Context: an optimization exercise on an open-source flow, tuned for small area, a short achievable clock period and few clock cycles. The choices shown serve that exercise and are no tape-out recipe. Where RTL was checked, it was by simulation tests only, not by an equivalence proof against the original. No driver is modelled on the clock port, so clocking that relies on it looks cheaper here than on a real chip. No activity file was given, so power comes from the tool's default toggle rates.

==> inputs of run D <==
==> flow/design.v <==
module cpu_pl(
    input clk,
    input rst,
    output [31:0] imem_addr,
    input [31:0] imem_rdata,
    output [31:0] dmem_addr,
    output [31:0] dmem_wdata,
    output [3:0] dmem_wstrb,
    input [31:0] dmem_rdata
);
reg [7:0] pc;
reg [7:0] ras;           
reg d_valid;
reg [31:0] d_inst;
reg [7:0] d_pc;
reg [7:0] d_alt;         
reg d_apc, d_bu, d_blink, d_bimm, d_brs2;   
reg [31:1] d_sel1, d_sel2;   
reg e_we, e_ld, e_st, e_br, e_jalr;
reg e_shf;               
reg [4:0] e_rd;
reg [4:0] e_rs1;         
reg [2:0] e_mf3;         
reg [31:0] e_a, e_b;
reg [11:0] e_i;          
reg [2:0] e_f3;          
reg e_sub, e_arith;
reg [8:0] e_op;          
reg e_pred;
reg [7:0] e_alt;
reg w_we;
reg [4:0] w_rd;
reg [31:0] w_res;
reg [31:0] w_sdata;
reg [3:0] w_strb;
reg [31:0] m_addr;
wire [31:0] rf [1:31];
wire stall;              
wire d_stall;            
wire sh_more;            
wire redirect;
wire id_mis;             
wire [7:0] redirect_pc;
wire [31:0] alu;
wire [31:0] ld;
wire [31:0] fi = imem_rdata;
wire f_jal = fi[6:2] == 5'b11011;
wire f_br = fi[6:2] == 5'b11000;
wire f_jalr = fi[6:2] == 5'b11001;
wire [7:0] f_tgt_j = pc + fi[29:22];
wire [7:0] f_tgt_b = pc + {fi[29:25], fi[11:9]};
wire [7:0] f_inc = pc + 8'd1;
wire [7:0] f_next = f_jal ? f_tgt_j : (f_br & fi[31]) ? f_tgt_b : f_jalr ? ras : f_inc;
wire [7:0] f_alt = f_br ? (fi[31] ? f_inc : f_tgt_b) : ras;
assign imem_addr = {18'b0, 2'b11, 2'b00, pc, 2'b00};
always @(posedge clk or posedge rst) begin
    if (rst) begin
        pc <= 8'd0;
        ras <= 8'd0;
        d_valid <= 1'b0;
    end else begin
        if (redirect) pc <= redirect_pc;
        else if (id_mis) pc <= d_alt;
        else if (!stall) pc <= f_next;
        if (!stall && (f_jal | f_jalr) && fi[11:7] == 5'd1) ras <= f_inc;
        if (redirect || id_mis) d_valid <= 1'b0;
        else if (!stall) d_valid <= 1'b1;
    end
end
always @(posedge clk) begin
    if (!stall) begin
        d_inst <= fi;
        d_pc <= pc;
        d_alt <= f_alt;
    end
end
wire [4:0] n_rs1 = stall ? d_inst[19:15] : fi[19:15];
wire [4:0] n_rs2 = stall ? d_inst[24:20] : fi[24:20];
genvar gr;
generate
    for (gr = 1; gr < 32; gr = gr + 1) begin : rsel
        always @(posedge clk) begin
            d_sel1[gr] <= n_rs1 == gr;
            d_sel2[gr] <= n_rs2 == gr;
        end
    end
endgenerate
wire [4:0] n_op = stall ? d_inst[6:2] : fi[6:2];
always @(posedge clk) begin
    d_apc <= n_op == 5'b00101;
    d_bu <= n_op == 5'b01101 || n_op == 5'b00101;
    d_blink <= n_op == 5'b11011 || n_op == 5'b11001;
    d_bimm <= n_op == 5'b00100;
    d_brs2 <= !(n_op == 5'b01101 || n_op == 5'b00101 || n_op == 5'b11011 || n_op == 5'b11001 || n_op == 5'b00100);
end
wire [4:0] op = d_inst[6:2];
wire [2:0] f3 = d_inst[14:12];
wire [4:0] rs1 = d_inst[19:15];
wire [4:0] rs2 = d_inst[24:20];
wire [4:0] rd = d_inst[11:7];
wire i_lui = op == 5'b01101;
wire i_auipc = op == 5'b00101;
wire i_jal = op == 5'b11011;
wire i_jalr = op == 5'b11001;
wire i_br = op == 5'b11000;
wire i_ld = op == 5'b00000;
wire i_st = op == 5'b01000;
wire i_opi = op == 5'b00100;
wire i_op = op == 5'b01100;
wire uses1 = ~(i_lui | i_auipc | i_jal);
wire uses2 = i_op | i_br | i_st;
wire writes = (i_lui | i_auipc | i_jal | i_jalr | i_ld | i_opi | i_op) && rd != 5'd0;
reg [31:0] rf1, rf2;
integer ri;
always @(*) begin
    rf1 = 32'h0;
    rf2 = 32'h0;
    for (ri = 1; ri < 32; ri = ri + 1) begin
        rf1 = rf1 | (rf[ri] & {32{d_sel1[ri]}});
        rf2 = rf2 | (rf[ri] & {32{d_sel2[ri]}});
    end
end
wire [31:0] rv1 = (w_we && w_rd == rs1) ? w_res : rf1;
wire [31:0] rv2 = (w_we && w_rd == rs2) ? w_res : rf2;
reg rf_rst;
always @(posedge clk) rf_rst <= rst;
wire [31:0] rf_wd = rf_rst ? 32'h0 : w_res;
generate
    for (gr = 1; gr < 32; gr = gr + 1) begin : rfile
        reg [31:0] q;
        always @(posedge clk) begin
            if (rf_rst || (w_we && w_rd == gr)) begin
                if (gr == 2) q <= rf_rst ? 32'h00002ffc : w_res;
                else if (gr == 3) q <= rf_rst ? 32'h00001800 : w_res;
                else q <= rf_wd;
            end
        end
        assign rf[gr] = q;
    end
endgenerate
wire [9:0] d_agu;
cpl_add10 agu (.a(rv1[9:0]), .b(d_inst[29:20]), .s(d_agu));
wire ld_fwd = i_ld && f3 == 3'b010 && e_st && e_mf3 == 3'b010 && rs1 == e_rs1 && d_inst[31:20] == e_i;
assign d_stall = d_valid && (((i_ld | i_jalr) && e_we && e_rd == rs1) || (i_ld && e_st && !ld_fwd) || (i_jalr && e_st));
assign stall = d_stall | sh_more;
wire fwd1 = uses1 && e_we && e_rd == rs1;
wire fwd2 = uses2 && e_we && e_rd == rs2;
assign id_mis = d_valid && !stall && i_br && f3[2:1] == 2'b00 && rs2 == 5'd0 && !fwd1
                && ((~|rv1) ^ f3[0]) != d_inst[31];
wire [8:0] d_inc = {1'b0, d_pc} + 9'd1;
wire [31:0] link = {18'b0, 2'b11, 1'b0, d_inc, 2'b00};
wire [31:0] pcfull = {18'b0, 2'b11, 2'b00, d_pc, 2'b00};
wire [31:0] imm_i = {{20{d_inst[31]}}, d_inst[31:20]};
wire [31:0] imm_u = {d_inst[31:12], 12'b0};
wire [31:0] a_id = d_apc ? pcfull : rv1;
wire [31:0] b_id = ({32{ld_fwd}} & e_b) | ({32{d_bu}} & imm_u) | ({32{d_blink}} & link)
                 | ({32{d_bimm}} & imm_i) | ({32{d_brs2 & ~ld_fwd}} & rv2);
always @(posedge clk or posedge rst) begin
    if (rst) begin
        e_we <= 1'b0; e_ld <= 1'b0; e_st <= 1'b0; e_br <= 1'b0; e_jalr <= 1'b0; e_shf <= 1'b0;
    end else if (sh_more) begin
    end else if (redirect || d_stall || !d_valid) begin
        e_we <= 1'b0; e_ld <= 1'b0; e_st <= 1'b0; e_br <= 1'b0; e_jalr <= 1'b0; e_shf <= 1'b0;
    end else begin
        e_shf <= (i_opi | i_op) && f3[1:0] == 2'b01;
        e_we <= writes;
        e_ld <= i_ld && !ld_fwd;
        e_st <= i_st;
        e_br <= i_br && !id_mis;
        e_jalr <= i_jalr;
    end
end
always @(posedge clk or posedge rst) begin
    if (rst) begin
        e_rd <= 5'd0;
        e_f3 <= 3'b000;
        e_sub <= 1'b0;
        e_arith <= 1'b0;
        e_op <= 9'b0;
    end else if (!sh_more) begin
        e_rd <= rd;
        e_f3 <= (i_opi | i_op | i_br) ? f3 : 3'b000;
        e_sub <= i_op && f3 == 3'b000 && d_inst[30];
        e_arith <= d_inst[30];
        e_op <= (i_lui | i_jal | i_jalr | ld_fwd) ? 9'b100000000 : (i_opi | i_op) ? (9'b000000001 << f3) : 9'b000000001;
    end
end
wire fa_ld = fwd1 & e_ld & ~sh_more;
wire fa_alu = (fwd1 & ~e_ld) | sh_more;
wire fa_id = ~fwd1 & ~sh_more;
wire fb_ld = fwd2 & e_ld & ~sh_more;
wire fb_alu = fwd2 & ~e_ld & ~sh_more;
wire fb_id = ~fwd2 & ~sh_more;
always @(posedge clk) begin
    e_rs1 <= rs1;
    e_mf3 <= f3;
    e_a <= ({32{fa_ld}} & ld) | ({32{fa_alu}} & alu) | ({32{fa_id}} & a_id);
    e_b <= ({32{fb_ld}} & ld) | ({32{fb_alu}} & alu) | ({32{fb_id}} & b_id)
         | ({32{sh_more}} & {27'b0, e_b[4:0] - 5'd3});
    e_i <= {d_inst[31:25], d_inst[11:7]};
    e_pred <= d_inst[31];
    e_alt <= d_alt;
end
wire [31:0] a = e_a;
wire [31:0] b = e_b;
wire [31:0] sum = a + (e_sub ? ~b : b) + {31'b0, e_sub};
wire c_eq = a == b;
wire c_ltu = a < b;
wire c_lt = (a[31] ^ b[31]) ? a[31] : c_ltu;
assign sh_more = e_shf && b[4:2] != 3'b000;
wire [1:0] sh_n = b[1:0] | {2{sh_more}};
wire left = ~e_f3[2];
wire [31:0] sh_in;
wire [31:0] sh_out;
genvar gi;
generate
    for (gi = 0; gi < 32; gi = gi + 1) begin : rev
        assign sh_in[gi] = left ? a[31 - gi] : a[gi];
    end
endgenerate
wire sh_fill = e_arith & a[31] & ~left;
wire [31:0] sh_1 = sh_n[0] ? {sh_fill, sh_in[31:1]} : sh_in;
wire [31:0] sh_r = sh_n[1] ? {{2{sh_fill}}, sh_1[31:2]} : sh_1;
generate
    for (gi = 0; gi < 32; gi = gi + 1) begin : rev2
        assign sh_out[gi] = left ? sh_r[31 - gi] : sh_r[gi];
    end
endgenerate
assign alu = ({32{e_op[0]}} & sum) | ({32{e_op[1] | e_op[5]}} & sh_out)
           | {31'b0, (e_op[2] & c_lt) | (e_op[3] & c_ltu)}
           | ({32{e_op[4]}} & (a ^ b)) | ({32{e_op[6]}} & (a | b))
           | ({32{e_op[7]}} & (a & b)) | ({32{e_op[8]}} & b);
wire cond = (e_f3[2] ? (e_f3[1] ? c_ltu : c_lt) : c_eq) ^ e_f3[0];
wire br_mis = e_br && (cond != e_pred);
wire [9:0] e_agu = m_addr[9:0];
wire jalr_mis = e_jalr && (e_agu[9:2] != e_alt);
assign redirect = br_mis | jalr_mis;
assign redirect_pc = e_jalr ? e_agu[9:2] : e_alt;
wire [7:0] ld_b0 = e_agu[1] ? (e_agu[0] ? dmem_rdata[31:24] : dmem_rdata[23:16])
                            : (e_agu[0] ? dmem_rdata[15:8] : dmem_rdata[7:0]);
wire [7:0] ld_b1 = e_agu[1] ? dmem_rdata[31:24] : dmem_rdata[15:8];
wire ld_word = e_mf3[1];
wire ld_half = e_mf3[0];
wire ld_sign = ~e_mf3[2] & (ld_half ? ld_b1[7] : ld_b0[7]);
assign ld[7:0] = ld_b0;
assign ld[15:8] = ld_word ? dmem_rdata[15:8] : ld_half ? ld_b1 : {8{ld_sign}};
assign ld[31:16] = ld_word ? dmem_rdata[31:16] : {16{ld_sign}};
wire [31:0] ex_res = e_ld ? ld : alu;
wire [31:0] st_addr = a + {{20{e_i[11]}}, e_i};
wire [31:0] sdata = e_mf3[1] ? b : e_mf3[0] ? {2{b[15:0]}} : {4{b[7:0]}};
wire [3:0] strb = e_mf3[1] ? 4'b1111 : e_mf3[0] ? (st_addr[1] ? 4'b1100 : 4'b0011) : (4'b0001 << st_addr[1:0]);
always @(posedge clk or posedge rst) begin
    if (rst) begin
        w_we <= 1'b0;
        w_strb <= 4'b0;
    end else begin
        w_we <= e_we & ~sh_more;
        w_strb <= e_st ? strb : 4'b0;
    end
end
always @(posedge clk) begin
    w_rd <= e_rd;
    w_res <= ex_res;
    w_sdata <= sdata;
    m_addr[31:10] <= st_addr[31:10];
    m_addr[9:0] <= e_st ? st_addr[9:0] : d_agu;
end
assign dmem_addr = m_addr;
assign dmem_wdata = w_sdata;
assign dmem_wstrb = w_strb;
endmodule
module cpl_add10(
    input [9:0] a,
    input [9:0] b,
    output [9:0] s
);
assign s = a + b;
endmodule
==> flow/flow/run.sh <==
#!/bin/bash
# Layout flow: the standard flow (standard.sh), with the port buffers made
# of a small buffer cell, timing repair aimed below the clock period, and a
# second round of setup repair after clock tree synthesis.
set -euo pipefail
F=$(cd "$(dirname "$0")" && pwd)
bash standard.sh synth > flow_synth.log 2>&1
bash standard.sh \
    "BUFFER_PORTS_ARGS=-buffer_cell sky130_fd_sc_hd__buf_1" \
    "SETUP_SLACK_MARGIN=7" \
    "POST_CTS_TCL=$F/post_cts.tcl" \
    finish > flow_layout.log 2>&1
==> flow/flow/post_cts.tcl <==
# a second round of setup repair after clock tree synthesis
estimate_parasitics -placement
repair_timing -setup -setup_margin $::env(SETUP_SLACK_MARGIN) -repair_tns 100 -max_passes 1000 -verbose
detailed_placement
check_placement -verbose
==> flow/standard.sh <==
#!/bin/bash
# synth_recipe.tcl (not shown) runs the flow's synth.tcl, then flattens the netlist and writes it again
# the make line also repeats each setting of config.mk as NAME=value (left out here)
make -C /OpenROAD-flow-scripts/flow DESIGN_CONFIG=/design/flow/config.mk WORK_HOME=/design/flow/orfs CLKGATE_MAP_FILE= SYNTH_SCRIPT=/design/flow/synth_recipe.tcl "${@:-finish}"
==> flow/config.mk <==
export PLATFORM = sky130hd
export DESIGN_NAME = cpu_pl
export DESIGN_NICKNAME = cpu_pl
export VERILOG_FILES = /design/flow/design.v
export SDC_FILE = /design/flow/constraint.sdc
export NUM_CORES = 8
export LEC_CHECK = 0
export CAP_MARGIN = 10
export CORE_MARGIN = 2
export CORE_UTILIZATION = 40
export CTS_CLUSTER_DIAMETER = 125
export CTS_CLUSTER_SIZE = 24
export GPL_TIMING_DRIVEN = 1
export PLACE_DENSITY = 0.5
export SLEW_MARGIN = 10
export SYNTH_HIERARCHICAL = 1
export SYNTH_MINIMUM_KEEP_SIZE = 0
==> flow/constraint.sdc <==
create_clock -name core_clock -period 10.5 [get_ports {clk}]
set_input_delay 2.1000 -clock core_clock [delete_from_list [all_inputs] [get_ports {clk}]]
set_output_delay 2.1000 -clock core_clock [all_outputs]
set_load 0.01 [all_outputs]
==> run K: changes against run D <==
==> flow/design.v, changed modules only <==
module cpu_pl(
    input clk,
    input rst,
    output [31:0] imem_addr,
    input [31:0] imem_rdata,
    output [31:0] dmem_addr,
    output [31:0] dmem_wdata,
    output [3:0] dmem_wstrb,
    input [31:0] dmem_rdata
);
reg [7:0] pc;
reg [7:0] ras;           
reg d_valid;
reg [31:0] d_inst;
reg [7:0] d_pc;
reg [7:0] d_alt;         
reg [31:1] d_sel1, d_sel2;   
reg e_we, e_ld, e_st, e_br, e_jalr;
reg e_shf;               
reg [4:0] e_rd;
reg [4:0] e_rs1;         
reg [2:0] e_mf3;         
reg [31:0] e_a, e_b;
reg [11:0] e_i;          
reg [2:0] e_f3;          
reg e_sub, e_arith, e_passb;
reg e_pred;
reg [7:0] e_alt;
reg w_we;
reg [4:0] w_rd;
reg [31:0] w_res;
reg [31:0] w_sdata;
reg [3:0] w_strb;
reg [31:0] m_addr;
wire [31:0] rf [1:31];
wire stall;              
wire d_stall;            
wire sh_more;            
wire redirect;
wire [7:0] redirect_pc;
wire [31:0] alu;
wire [31:0] ld;
wire [31:0] fi = imem_rdata;
wire f_jal = fi[6:2] == 5'b11011;
wire f_br = fi[6:2] == 5'b11000;
wire f_jalr = fi[6:2] == 5'b11001;
wire [7:0] f_tgt_j = pc + fi[29:22];
wire [7:0] f_tgt_b = pc + {fi[29:25], fi[11:9]};
wire [7:0] f_inc = pc + 8'd1;
wire [7:0] f_next = f_jal ? f_tgt_j : (f_br & fi[31]) ? f_tgt_b : f_jalr ? ras : f_inc;
wire [7:0] f_alt = f_br ? (fi[31] ? f_inc : f_tgt_b) : ras;
assign imem_addr = {18'b0, 2'b11, 2'b00, pc, 2'b00};
always @(posedge clk or posedge rst) begin
    if (rst) begin
        pc <= 8'd0;
        ras <= 8'd0;
        d_valid <= 1'b0;
    end else begin
        if (redirect) pc <= redirect_pc;
        else if (!stall) pc <= f_next;
        if (!stall && (f_jal | f_jalr) && fi[11:7] == 5'd1) ras <= f_inc;
        if (redirect) d_valid <= 1'b0;
        else if (!stall) d_valid <= 1'b1;
    end
end
always @(posedge clk) begin
    if (!stall) begin
        d_inst <= fi;
        d_pc <= pc;
        d_alt <= f_alt;
    end
end
wire [4:0] n_rs1 = stall ? d_inst[19:15] : fi[19:15];
wire [4:0] n_rs2 = stall ? d_inst[24:20] : fi[24:20];
genvar gr;
generate
    for (gr = 1; gr < 32; gr = gr + 1) begin : rsel
        always @(posedge clk) begin
            d_sel1[gr] <= n_rs1 == gr;
            d_sel2[gr] <= n_rs2 == gr;
        end
    end
endgenerate
wire [4:0] op = d_inst[6:2];
wire [2:0] f3 = d_inst[14:12];
wire [4:0] rs1 = d_inst[19:15];
wire [4:0] rs2 = d_inst[24:20];
wire [4:0] rd = d_inst[11:7];
wire i_lui = op == 5'b01101;
wire i_auipc = op == 5'b00101;
wire i_jal = op == 5'b11011;
wire i_jalr = op == 5'b11001;
wire i_br = op == 5'b11000;
wire i_ld = op == 5'b00000;
wire i_st = op == 5'b01000;
wire i_opi = op == 5'b00100;
wire i_op = op == 5'b01100;
wire uses1 = ~(i_lui | i_auipc | i_jal);
wire uses2 = i_op | i_br | i_st;
wire writes = (i_lui | i_auipc | i_jal | i_jalr | i_ld | i_opi | i_op) && rd != 5'd0;
reg [31:0] rf1, rf2;
integer ri;
always @(*) begin
    rf1 = 32'h0;
    rf2 = 32'h0;
    for (ri = 1; ri < 32; ri = ri + 1) begin
        rf1 = rf1 | (rf[ri] & {32{d_sel1[ri]}});
        rf2 = rf2 | (rf[ri] & {32{d_sel2[ri]}});
    end
end
wire [31:0] rv1 = (w_we && w_rd == rs1) ? w_res : rf1;
wire [31:0] rv2 = (w_we && w_rd == rs2) ? w_res : rf2;
reg rf_rst;
always @(posedge clk) rf_rst <= rst;
wire [31:0] rf_wd = rf_rst ? 32'h0 : w_res;
generate
    for (gr = 1; gr < 32; gr = gr + 1) begin : rfile
        reg [31:0] q;
        always @(posedge clk) begin
            if (rf_rst || (w_we && w_rd == gr)) begin
                if (gr == 2) q <= rf_rst ? 32'h00002ffc : w_res;
                else if (gr == 3) q <= rf_rst ? 32'h00001800 : w_res;
                else q <= rf_wd;
            end
        end
        assign rf[gr] = q;
    end
endgenerate
wire [9:0] d_agu;
cpl_add10 agu (.a(rv1[9:0]), .b(d_inst[29:20]), .s(d_agu));
wire ld_fwd = i_ld && f3 == 3'b010 && e_st && e_mf3 == 3'b010 && rs1 == e_rs1 && d_inst[31:20] == e_i;
assign d_stall = d_valid && (((i_ld | i_jalr) && e_we && e_rd == rs1) || (i_ld && e_st && !ld_fwd) || (i_jalr && e_st));
assign stall = d_stall | sh_more;
wire fwd1 = uses1 && e_we && e_rd == rs1;
wire fwd2 = uses2 && e_we && e_rd == rs2;
wire [8:0] d_inc = {1'b0, d_pc} + 9'd1;
wire [31:0] link = {18'b0, 2'b11, 1'b0, d_inc, 2'b00};
wire [31:0] pcfull = {18'b0, 2'b11, 2'b00, d_pc, 2'b00};
wire [31:0] imm_i = {{20{d_inst[31]}}, d_inst[31:20]};
wire [31:0] imm_u = {d_inst[31:12], 12'b0};
wire [31:0] a_id = i_auipc ? pcfull : rv1;
wire [31:0] b_id = ld_fwd ? e_b : (i_lui | i_auipc) ? imm_u : (i_jal | i_jalr) ? link : i_opi ? imm_i : rv2;
always @(posedge clk or posedge rst) begin
    if (rst) begin
        e_we <= 1'b0; e_ld <= 1'b0; e_st <= 1'b0; e_br <= 1'b0; e_jalr <= 1'b0; e_shf <= 1'b0;
    end else if (sh_more) begin
    end else if (redirect || d_stall || !d_valid) begin
        e_we <= 1'b0; e_ld <= 1'b0; e_st <= 1'b0; e_br <= 1'b0; e_jalr <= 1'b0; e_shf <= 1'b0;
    end else begin
        e_shf <= (i_opi | i_op) && f3[1:0] == 2'b01;
        e_we <= writes;
        e_ld <= i_ld && !ld_fwd;
        e_st <= i_st;
        e_br <= i_br;
        e_jalr <= i_jalr;
    end
end
always @(posedge clk or posedge rst) begin
    if (rst) begin
        e_rd <= 5'd0;
        e_f3 <= 3'b000;
        e_sub <= 1'b0;
        e_arith <= 1'b0;
        e_passb <= 1'b0;
    end else if (!sh_more) begin
        e_rd <= rd;
        e_f3 <= (i_opi | i_op | i_br) ? f3 : 3'b000;
        e_sub <= i_op && f3 == 3'b000 && d_inst[30];
        e_arith <= d_inst[30];
        e_passb <= i_lui | i_jal | i_jalr | ld_fwd;
    end
end
wire fa_ld = fwd1 & e_ld & ~sh_more;
wire fa_alu = (fwd1 & ~e_ld) | sh_more;
wire fa_id = ~fwd1 & ~sh_more;
wire fb_ld = fwd2 & e_ld & ~sh_more;
wire fb_alu = fwd2 & ~e_ld & ~sh_more;
wire fb_id = ~fwd2 & ~sh_more;
always @(posedge clk) begin
    e_rs1 <= rs1;
    e_mf3 <= f3;
    e_a <= ({32{fa_ld}} & ld) | ({32{fa_alu}} & alu) | ({32{fa_id}} & a_id);
    e_b <= ({32{fb_ld}} & ld) | ({32{fb_alu}} & alu) | ({32{fb_id}} & b_id)
         | ({32{sh_more}} & {27'b0, e_b[4:0] - 5'd3});
    e_i <= {d_inst[31:25], d_inst[11:7]};
    e_pred <= d_inst[31];
    e_alt <= d_alt;
end
wire [31:0] a = e_a;
wire [31:0] b = e_b;
wire [31:0] sum = a + (e_sub ? ~b : b) + {31'b0, e_sub};
wire c_eq = a == b;
wire c_ltu = a < b;
wire c_lt = (a[31] ^ b[31]) ? a[31] : c_ltu;
assign sh_more = e_shf && b[4:2] != 3'b000;
wire [1:0] sh_n = b[1:0] | {2{sh_more}};
wire left = ~e_f3[2];
wire [31:0] sh_in;
wire [31:0] sh_out;
genvar gi;
generate
    for (gi = 0; gi < 32; gi = gi + 1) begin : rev
        assign sh_in[gi] = left ? a[31 - gi] : a[gi];
    end
endgenerate
wire sh_fill = e_arith & a[31] & ~left;
wire [31:0] sh_1 = sh_n[0] ? {sh_fill, sh_in[31:1]} : sh_in;
wire [31:0] sh_r = sh_n[1] ? {{2{sh_fill}}, sh_1[31:2]} : sh_1;
generate
    for (gi = 0; gi < 32; gi = gi + 1) begin : rev2
        assign sh_out[gi] = left ? sh_r[31 - gi] : sh_r[gi];
    end
endgenerate
reg [31:0] alu_r;
always @(*) begin
    if (e_passb) alu_r = b;
    else case (e_f3)
        3'b000: alu_r = sum;
        3'b001: alu_r = sh_out;
        3'b010: alu_r = {31'b0, c_lt};
        3'b011: alu_r = {31'b0, c_ltu};
        3'b100: alu_r = a ^ b;
        3'b101: alu_r = sh_out;
        3'b110: alu_r = a | b;
        default: alu_r = a & b;
    endcase
end
assign alu = alu_r;
wire cond = (e_f3[2] ? (e_f3[1] ? c_ltu : c_lt) : c_eq) ^ e_f3[0];
wire br_mis = e_br && (cond != e_pred);
wire [9:0] e_agu = m_addr[9:0];
wire jalr_mis = e_jalr && (e_agu[9:2] != e_alt);
assign redirect = br_mis | jalr_mis;
assign redirect_pc = e_jalr ? e_agu[9:2] : e_alt;
wire [7:0] ld_b0 = e_agu[1] ? (e_agu[0] ? dmem_rdata[31:24] : dmem_rdata[23:16])
                            : (e_agu[0] ? dmem_rdata[15:8] : dmem_rdata[7:0]);
wire [7:0] ld_b1 = e_agu[1] ? dmem_rdata[31:24] : dmem_rdata[15:8];
wire ld_word = e_mf3[1];
wire ld_half = e_mf3[0];
wire ld_sign = ~e_mf3[2] & (ld_half ? ld_b1[7] : ld_b0[7]);
assign ld[7:0] = ld_b0;
assign ld[15:8] = ld_word ? dmem_rdata[15:8] : ld_half ? ld_b1 : {8{ld_sign}};
assign ld[31:16] = ld_word ? dmem_rdata[31:16] : {16{ld_sign}};
wire [31:0] ex_res = e_ld ? ld : alu;
wire [31:0] st_addr = a + {{20{e_i[11]}}, e_i};
wire [31:0] sdata = e_mf3[1] ? b : e_mf3[0] ? {2{b[15:0]}} : {4{b[7:0]}};
wire [3:0] strb = e_mf3[1] ? 4'b1111 : e_mf3[0] ? (st_addr[1] ? 4'b1100 : 4'b0011) : (4'b0001 << st_addr[1:0]);
always @(posedge clk or posedge rst) begin
    if (rst) begin
        w_we <= 1'b0;
        w_strb <= 4'b0;
    end else begin
        w_we <= e_we & ~sh_more;
        w_strb <= e_st ? strb : 4'b0;
    end
end
always @(posedge clk) begin
    w_rd <= e_rd;
    w_res <= ex_res;
    w_sdata <= sdata;
    m_addr[31:10] <= st_addr[31:10];
    m_addr[9:0] <= e_st ? st_addr[9:0] : d_agu;
end
assign dmem_addr = m_addr;
assign dmem_wdata = w_sdata;
assign dmem_wstrb = w_strb;
endmodule
==> flow/flow/run.sh (replaced) <==
#!/bin/bash
# Layout flow: the standard flow (standard.sh), with the port buffers made
# of a fast buffer cell and timing repair aimed below the clock period.
set -euo pipefail
bash standard.sh synth > flow_synth.log 2>&1
bash standard.sh \
    "BUFFER_PORTS_ARGS=-buffer_cell sky130_fd_sc_hd__buf_4" \
    "SETUP_SLACK_MARGIN=7" \
    finish > flow_layout.log 2>&1
--- a/flow/config.mk
+++ b/flow/config.mk
@@ -11,4 +11,5 @@
 export CTS_CLUSTER_DIAMETER = 125
 export CTS_CLUSTER_SIZE = 24
+export GPL_ROUTABILITY_DRIVEN = 0
 export GPL_TIMING_DRIVEN = 1
 export PLACE_DENSITY = 0.5
removed: flow/flow/post_cts.tcl
==> key figures <==
Outcome
  – Run status: finished clean

Drt
  – DR vias/cell: 7.379

Place
  – Area of placed instances: 69,050 um^2

Worst setup path
  – Critical register-to-register path startpoint: d_sel1[14]

Finish
  – Core utilization of the finished layout: 0.4589

Global routing
  – Number of antenna violations at the first check in global routing: 12
[end of results for run K]
==> key figures <==
Outcome
  – Run status: finished clean

Worst setup path
  – Critical register-to-register path startpoint: d_sel1[2]

Global routing
  – Number of antenna violations at the first check in global routing: 16

Power and ir drop
  – Total Power Consumption: 18.75 mW

Finish
  – Core utilization of the finished layout: 0.4699

Drt
  – DR vias/cell: 7.305
[end of results for run D]
Testbench counts of run K, summed over its fixed seeds: cycles 442,009.
Function not checked in run D: the RTL went through the layout flow alone.

==> separate check: timing with driven ports <==
Ports are ideal in the flow. The routed layouts listed here were re-timed in OpenROAD. Step 1 assumes that a clkbuf_16 drives the clock port and a buf_2 every other input. Step 2 adds t to the input delays and takes it off the output delays; t is the mean of the earliest and latest rising clock arrival at the registers after step 1. Input paths then give back, and output paths get back, about the clock's delay inside the block. Three values: no drivers, after step 1, after step 2; two values: the first two.
run | shift t [ns] | setup WS [ns] | latest minus earliest clock arrival (ns) | worst slew at a driven data input, ns
run D | 0.807 | 6.746 / 6.746 / 6.133 | 0.049 / 0.050 | 0.19
run K | 0.808 | 6.896 / 6.896 / 6.306 | 0.057 / 0.057 | 0.11
After both steps setup and hold are still met in every run listed. For run D, which loses most, drivers alone change the setup slack by 0.000 ns; drivers and shift together by -0.613 ns.
